This is an optimization exercise on Yosys and OpenROAD, whose aim is small area and a short achievable clock period, not a production implementation. In this exercise RTL edits were held to simulation tests only and were not proved equivalent to the original. Power and IR drop assume default switching activity.

Design fir, start of the top module:
module  fir(
	input clk,
	input rst_n,
	input enable,
	input [2:0] tap,		 
	input [15:0] data_in,
	output [17:0] data_out,
	output complete
);
reg [15:0] d1;			 
reg v1, v2, v3, done;		 
reg [5:2] ld;			 
reg [15:0] h1, h2;		 
reg [2:0] h2c;			 
reg [15:0] h3, h4, h5;		 
reg [17:0] e2s, e2c, b2c;	 
reg [17:0] p3, g3;		 
reg [17:0] result;
always @(posedge clk)
	d1 <= data_in;
always @(posedge clk or negedge rst_n) begin
	if (!rst_n) begin
		v1 <= 1'b0;
		v2 <= 1'b0;
		v3 <= 1'b0;
		done <= 1'b0;
		ld <= 4'b0;
	end else begin
		v1 <= enable;
		v2 <= v1;
		v3 <= v2;
		done <= v3;
		ld[2] <= enable & (tap > 3'd2);
		ld[3] <= enable & (tap > 3'd3);
		ld[4] <= enable & (tap > 3'd4);
		ld[5] <= enable & (tap > 3'd5);
	end
end
wire [12:0] h1x3_lo = {1'b0, h1[11:0]} + {h1[10:0], 1'b0};
wire [4:0] h1x3_c4 = {1'b0, h1[3:0]} + {h1[2:0], 1'b0};
wire [8:0] h1x3_c8 = {1'b0, h1[7:0]} + {h1[6:0], 1'b0};
wire [2:0] h1c = {h1x3_lo[12], h1x3_c8[8], h1x3_c4[4]};
wire [3:0] t0 = h2[3:0] + {h2[2:0], 1'b0};
wire [3:0] t1 = h2[7:4] + h2[6:3] + h2c[0];
wire [3:0] t2 = h2[11:8] + h2[10:7] + h2c[1];
wire [3:0] t3 = h2[15:12] + h2[14:11] + h2c[2];
wire [15:0] h2x3 = {t3, t2, t1, t0};
always @(posedge clk or negedge rst_n) begin
	if (!rst_n) begin
		h1 <= 0;
		h2 <= 0;
		h2c <= 0;
		h3 <= 0;
		h4 <= 0;
		h5 <= 0;
	end else begin
		if (v1) h1 <= d1;
		if (ld[2]) begin
			h2 <= h1;
  ...
Settings: LEC_CHECK=0, CAP_MARGIN=20, CORE_MARGIN=2, CORE_UTILIZATION=40, CTS_BUF_LIST=sky130_fd_sc_hd__clkbuf_8, SETUP_SLACK_MARGIN=1.9, SLEW_MARGIN=20, TNS_END_PERCENT=5; clock period 4.0 ns.
standard.sh (not shown) runs the stock make flow with config.mk's settings and CLKGATE_MAP_FILE= SYNTH_SCRIPT=/design/flow/synth_recipe.tcl, a recipe that flattens the netlist after the stock synthesis.
==> flow/flow/run.sh <==
#!/bin/bash
# The standard ORFS layout (the same make call and settings as
# standard.sh, including its synthesis script), with these changes:
#  - port buffers are buf_2 cells (buffer_ports picks delay cells by itself);
#  - Yosys synth runs with -noabc, so no generic abc pass runs before
#    extract_fa (fewer inverters around the adder cells);
#  - clock tree: clkbuf_8 buffers, sinks clustered in groups of up to 15,
#    and no dummy load cells.
# make's output goes to make.log and ORFS keeps each step's log under
# orfs/logs; write_def.log holds the DEF export.
set -euo pipefail
W=$(pwd)
make -C "$FLOW_HOME" DESIGN_CONFIG="$W/config.mk" WORK_HOME="$W/orfs" CLKGATE_MAP_FILE= \
  SYNTH_SCRIPT="$W/synth_recipe.tcl" \
  BUFFER_PORTS_ARGS="-buffer_cell sky130_fd_sc_hd__buf_2" \
  SYNTH_ARGS=-noabc \
  CTS_ARGS="-sink_clustering_enable -repair_clock_nets -buf_list sky130_fd_sc_hd__clkbuf_8 -dont_use_dummy_load -sink_clustering_size 15 -sink_clustering_max_diameter 100" \
  finish > "$W/make.log" 2>&1
R="$W/orfs/results/$FLOW_PLATFORM/fir/base"
: # left out here: write the final layout as DEF
The starting point finished clean.
Change:
==> flow/flow/run.sh (replaced) <==
#!/bin/bash
# The standard ORFS layout (same make targets and settings as standard.sh),
# with these changes: port buffers are buf_2 cells instead of the delay
# cells buffer_ports picks by itself; Yosys synth runs with -noabc, so its generic abc pass does not run before extract_fa.
# Each tool's output goes to a log file here.
set -euo pipefail
W=$(pwd)
make -C "$FLOW_HOME" DESIGN_CONFIG="$W/config.mk" WORK_HOME="$W/orfs" CLKGATE_MAP_FILE= \
  SYNTH_SCRIPT="$W/synth_recipe.tcl" \
  BUFFER_PORTS_ARGS="-buffer_cell sky130_fd_sc_hd__buf_2" SYNTH_ARGS=-noabc CTS_ARGS="-sink_clustering_enable -repair_clock_nets -buf_list sky130_fd_sc_hd__clkbuf_8 -dont_use_dummy_load" \
  finish > "$W/make.log" 2>&1
R="$W/orfs/results/$FLOW_PLATFORM/fir/base"
: # left out here: write the final layout as DEF
SETUP_SLACK_MARGIN = 2.2   (was 1.9)
The new run went through all stages and came out clean.
Maximum frequency is higher by 2.0%.
Die area stays the same.
Synthesized area is unchanged.
Utilization increases by 1.2 points.
Setup slack gets better by 0.036 ns.
Count of clock-buffer cells in the layout rose by 18.
Sequential cell count stays the same.
Change:
==> flow/flow/run.sh (replaced) <==
#!/bin/bash
# The standard ORFS layout (the same make call and settings as
# standard.sh, including its synthesis script), with these changes:
#  - port buffers are buf_2 cells (buffer_ports picks delay cells by itself);
#  - Yosys synth runs with -noabc, so no generic abc pass runs before
#    extract_fa (fewer inverters around the adder cells);
#  - clock tree: clkbuf_8 buffers with a clkbuf_16 at the root, sinks
#    clustered in groups of up to 15,
#    and no dummy load cells.
# make's output goes to make.log and ORFS keeps each step's log under
# orfs/logs; write_def.log holds the DEF export.
set -euo pipefail
W=$(pwd)
make -C "$FLOW_HOME" DESIGN_CONFIG="$W/config.mk" WORK_HOME="$W/orfs" CLKGATE_MAP_FILE= \
  SYNTH_SCRIPT="$W/synth_recipe.tcl" \
  BUFFER_PORTS_ARGS="-buffer_cell sky130_fd_sc_hd__buf_2" \
  SYNTH_ARGS=-noabc \
  CTS_ARGS="-sink_clustering_enable -repair_clock_nets -buf_list sky130_fd_sc_hd__clkbuf_8 -dont_use_dummy_load -root_buf sky130_fd_sc_hd__clkbuf_16 -sink_clustering_size 15 -sink_clustering_max_diameter 100" \
  finish > "$W/make.log" 2>&1
R="$W/orfs/results/$FLOW_PLATFORM/fir/base"
: # left out here: write the final layout as DEF
SETUP_SLACK_MARGIN = 1.9   (was 2.2)
=> Core utilization goes down by 1.1 points; routed wire length falls slightly; setup slack stays flat; sequential power hardly moves; clock-buffer cell count goes down by 18; maximum frequency stays flat; design area is lower by a few percent; die area does not change; register-to-register slack hardly moves; non-clock buffer count stays the same.
Change:
==> flow/flow/run.sh (replaced) <==
#!/bin/bash
# The standard ORFS layout (same make targets and settings as standard.sh),
# with these changes: port buffers are buf_2 cells instead of the delay
# cells buffer_ports picks by itself; Yosys synth runs with -noabc, so its generic abc pass does not run before extract_fa.
# Each tool's output goes to a log file here.
set -euo pipefail
W=$(pwd)
make -C "$FLOW_HOME" DESIGN_CONFIG="$W/config.mk" WORK_HOME="$W/orfs" CLKGATE_MAP_FILE= \
  SYNTH_SCRIPT="$W/synth_recipe.tcl" \
  BUFFER_PORTS_ARGS="-buffer_cell sky130_fd_sc_hd__buf_2" SYNTH_ARGS=-noabc CTS_ARGS="-sink_clustering_enable -repair_clock_nets -buf_list sky130_fd_sc_hd__clkbuf_8 -dont_use_dummy_load -sink_clustering_size 20 -sink_clustering_max_diameter 100" \
  finish > "$W/make.log" 2>&1
R="$W/orfs/results/$FLOW_PLATFORM/fir/base"
: # left out here: write the final layout as DEF
Outcome: The changed run finished with timing, DRC and antenna clean. Hold slack gets better by 0.0050 ns. Total power came out lower by 2.5%. Cell area came out lower by about 0.8%. Setup slack gets worse by 0.025 ns. Core utilization came out lower by 0.36 points. Clock skew came out higher by 0.027 ns. Count of clock-buffer cells in the layout came out lower by 3. Area after synthesis does not change. Die area does not change. Wire length came out lower by 1.5%. Fmax came out lower by 1.4%.


Another version of the RTL of fir (not shown whole).
Size: about 570 cells after synthesis, ~170 flip-flops, roughly 41 I/O pins, about 7900 sq um of cells after synthesis.
clock: 4.0 ns
lec_check: 0
cap_margin: 20
core_margin: 2
core_utilization: 40
cts_buf_list: sky130_fd_sc_hd__clkbuf_8
setup_slack_margin: 1.7
slew_margin: 20
run.sh (not shown) runs the stock make flow with config.mk's settings and CLKGATE_MAP_FILE= SYNTH_SCRIPT=/design/flow/synth_recipe.tcl, a recipe that flattens the netlist after the stock synthesis.
Stock flow here: none of the scripts above is used.
Next try:
--- a/flow/config.mk
+++ b/flow/config.mk
@@ -8,6 +8,8 @@
 export CAP_MARGIN = 20
 export CORE_MARGIN = 2
-export CORE_UTILIZATION = 40
+export CORE_UTILIZATION = 65
 export CTS_BUF_LIST = sky130_fd_sc_hd__clkbuf_8
-export SETUP_SLACK_MARGIN = 1.7
+export CTS_CLUSTER_DIAMETER = 100
+export CTS_CLUSTER_SIZE = 40
+export SETUP_SLACK_MARGIN = 1.9
 export SLEW_MARGIN = 20
First-iteration DRC count rises by 73%.
Count of clock-buffer cells in the layout rises by 2.
Critical path depth rises by 7.
Wire length falls by 3.2%.
Worst setup slack gets better by 76 ps.
Cell area falls by 0.50%.
Cell count falls by 12%.
Area after synthesis is unchanged.
Power falls by 0.72%.
Fmax rises by 3.6%.
Hold slack barely changes.


The RTL this note starts from:
==> flow/design.v <==
module  fir(
	input clk,
	input rst_n,
	input enable,
	input [2:0] tap,		 
	input [15:0] data_in,
	output [17:0] data_out,
	output complete
);
reg [15:0] d1, d2;		 
reg v1, v2, v3, done;		 
reg [5:2] ld;			 
reg [15:0] h1, h2;		 
reg [2:0] h2c;			 
reg [15:0] h3, h4, h5;		 
reg [17:0] s3, c3;		 
reg [17:0] result;
always @(posedge clk) begin
	d1 <= data_in;
	d2 <= d1;
end
always @(posedge clk or negedge rst_n) begin
	if (!rst_n) begin
		v1 <= 1'b0;
		v2 <= 1'b0;
		v3 <= 1'b0;
		done <= 1'b0;
		ld <= 4'b0;
	end else begin
		v1 <= enable;
		v2 <= v1;
		v3 <= v2;
		done <= v3;
		ld[2] <= v1 & (tap > 3'd2);
		ld[3] <= v1 & (tap > 3'd3);
		ld[4] <= v1 & (tap > 3'd4);
		ld[5] <= v1 & (tap > 3'd5);
	end
end
wire [12:0] h1x3_lo = {1'b0, h1[11:0]} + {h1[10:0], 1'b0};
wire [4:0] h1x3_c4 = {1'b0, h1[3:0]} + {h1[2:0], 1'b0};
wire [8:0] h1x3_c8 = {1'b0, h1[7:0]} + {h1[6:0], 1'b0};
wire [2:0] h1c = {h1x3_lo[12], h1x3_c8[8], h1x3_c4[4]};
wire [3:0] t0 = h2[3:0] + {h2[2:0], 1'b0};
wire [3:0] t1 = h2[7:4] + h2[6:3] + h2c[0];
wire [3:0] t2 = h2[11:8] + h2[10:7] + h2c[1];
wire [3:0] t3 = h2[15:12] + h2[14:11] + h2c[2];
wire [15:0] h2x3 = {t3, t2, t1, t0};
always @(posedge clk or negedge rst_n) begin
	if (!rst_n) begin
		h1 <= 0;
		h2 <= 0;
		h2c <= 0;
		h3 <= 0;
		h4 <= 0;
		h5 <= 0;
	end else begin
		if (v2) h1 <= d2;
		if (ld[2]) begin
			h2 <= h1;
			h2c <= h1c;
		end
		if (ld[3]) h3 <= h2x3;
		if (ld[4]) h4 <= h3;
		if (ld[5]) h5 <= h4;
	end
end
wire [17:0] o0 = {2'b0, d2};
wire [17:0] o1 = {2'b0, h1[14:0], 1'b0};
wire [17:0] o2 = {2'b0, h2[14:0], 1'b0};
wire [17:0] o3 = {2'b0, h3};
wire [17:0] o4 = {2'b0, h4};
wire [17:0] o5 = {2'b0, h5};
wire [17:0] a_s = o0 ^ o1 ^ o2;
wire [17:0] a_c = ((o0 & o1) | (o0 & o2) | (o1 & o2)) << 1;
wire [17:0] b_s = o3 ^ o4 ^ o5;
wire [17:0] b_c = ((o3 & o4) | (o3 & o5) | (o4 & o5)) << 1;
wire [17:0] e_s = a_s ^ a_c ^ b_s;
wire [17:0] e_c = ((a_s & a_c) | (a_s & b_s) | (a_c & b_s)) << 1;
wire [17:0] f_s = e_s ^ e_c ^ b_c;
wire [17:0] f_c = ((e_s & e_c) | (e_s & b_c) | (e_c & b_c)) << 1;
always @(posedge clk) begin
	s3 <= f_s;
	c3 <= f_c;
end
always @(posedge clk or negedge rst_n) begin
	if (!rst_n)
		result <= 0;
	else if (v3)
		result <= s3 + c3;
end
assign data_out = result;
assign complete = done;
endmodule
==> flow/config.mk <==
export PLATFORM = sky130hd
export DESIGN_NAME = fir
export DESIGN_NICKNAME = fir
export VERILOG_FILES = /design/flow/design.v
export SDC_FILE = /design/flow/constraint.sdc
export NUM_CORES = 4
export LEC_CHECK = 0
export CAP_MARGIN = 20
export CORE_MARGIN = 2
export CORE_UTILIZATION = 40
export CTS_BUF_LIST = sky130_fd_sc_hd__clkbuf_8
export SETUP_SLACK_MARGIN = 2.1
export SLEW_MARGIN = 20
export TNS_END_PERCENT = 5
==> flow/constraint.sdc <==
create_clock -name core_clock -period 4.0 [get_ports {clk}]
set_input_delay 0.8000 -clock core_clock [delete_from_list [all_inputs] [get_ports {clk}]]
set_output_delay 0.8000 -clock core_clock [all_outputs]
set_load 0.01 [all_outputs]
standard.sh (not shown) runs the stock make flow with config.mk's settings and CLKGATE_MAP_FILE= SYNTH_SCRIPT=/design/flow/synth_recipe.tcl, a recipe that flattens the netlist after the stock synthesis.
==> flow/flow/run.sh <==
#!/bin/bash
# The standard ORFS layout (same make targets and settings as standard.sh),
# with these changes: port buffers are buf_2 cells instead of the delay
# cells buffer_ports picks by itself; Yosys synth runs with -noabc, so its generic abc pass does not run before extract_fa.
# Each tool's output goes to a log file here.
set -euo pipefail
W=$(pwd)
make -C "$FLOW_HOME" DESIGN_CONFIG="$W/config.mk" WORK_HOME="$W/orfs" CLKGATE_MAP_FILE= \
  SYNTH_SCRIPT="$W/synth_recipe.tcl" \
  BUFFER_PORTS_ARGS="-buffer_cell sky130_fd_sc_hd__buf_2" SYNTH_ARGS=-noabc CTS_ARGS="-sink_clustering_enable -repair_clock_nets -buf_list sky130_fd_sc_hd__clkbuf_8 -dont_use_dummy_load" \
  finish > "$W/make.log" 2>&1
R="$W/orfs/results/$FLOW_PLATFORM/fir/base"
: # left out here: write the final layout as DEF
Rerun with:
==> flow/run.sh (new file) <==
#!/bin/bash
# synth_recipe.tcl (not shown) runs the flow's synth.tcl, then flattens the netlist and writes it again
# the make line also repeats each setting of config.mk as NAME=value (left out here)
make -C /OpenROAD-flow-scripts/flow DESIGN_CONFIG=/design/flow/config.mk WORK_HOME=/design/flow/orfs CLKGATE_MAP_FILE= SYNTH_SCRIPT=/design/flow/synth_recipe.tcl finish
- CTS_BUF_LIST: sky130_fd_sc_hd__clkbuf_8 -> unset
- SETUP_SLACK_MARGIN: 2.1 -> 1.9
- TNS_END_PERCENT: 5 -> unset
removed: flow/flow/run.sh
removed: flow/standard.sh
Cell area came out higher by 8.7%.
Routed wire length went up by 3.6%.
Hold slack is better by 0.013 ns.
Count of clock-buffer cells in the layout stays the same.
Critical path depth drops by 4.
Die area went up by 1.9%.
Cell count went up by 8.0%.
Via count goes up by 5.5%.
Utilization went up by 3.4 points.

-- re-timing with driven ports --
Ports are ideal in the flow. The routed layouts listed here were re-timed in OpenROAD.
Step 1, drivers: a clkbuf_16 drives clk and a buf_2 each remaining input, both assumed.
Step 2, shift: input delay + t, output delay - t, t = (earliest + latest rising clock arrival at the registers) / 2. This alone moves slack from input paths to output paths.
a / b / c = no drivers / after step 1 / after step 2; a / b = the first two.
run | t, ns | setup slack, ns | worst slew at a driven data input, ns
the first run of note 1 | 0.524 | 2.149 / 2.115 / 2.223 | 0.03
the second run of note 1 | 0.516 | 2.185 / 2.151 / 2.228 | 0.03
the third run of note 1 | 0.494 | 2.188 / 2.148 / 2.222 | 0.03
the fourth run of note 1 | 0.500 | 2.163 / 2.126 / 2.216 | 0.03
the first run of note 2 | 0.508 | 1.818 / 1.782 / 1.862 | 0.03
the second run of note 2 | 0.489 | 1.894 / 1.894 / 1.894 | 0.03
the first run of note 3 | 0.486 | 1.899 / 1.899 / 1.899 | 0.04
the second run of note 3 | 0.471 | 1.922 / 1.922 / 1.922 | 0.03
After both steps every run listed still meets setup and hold.
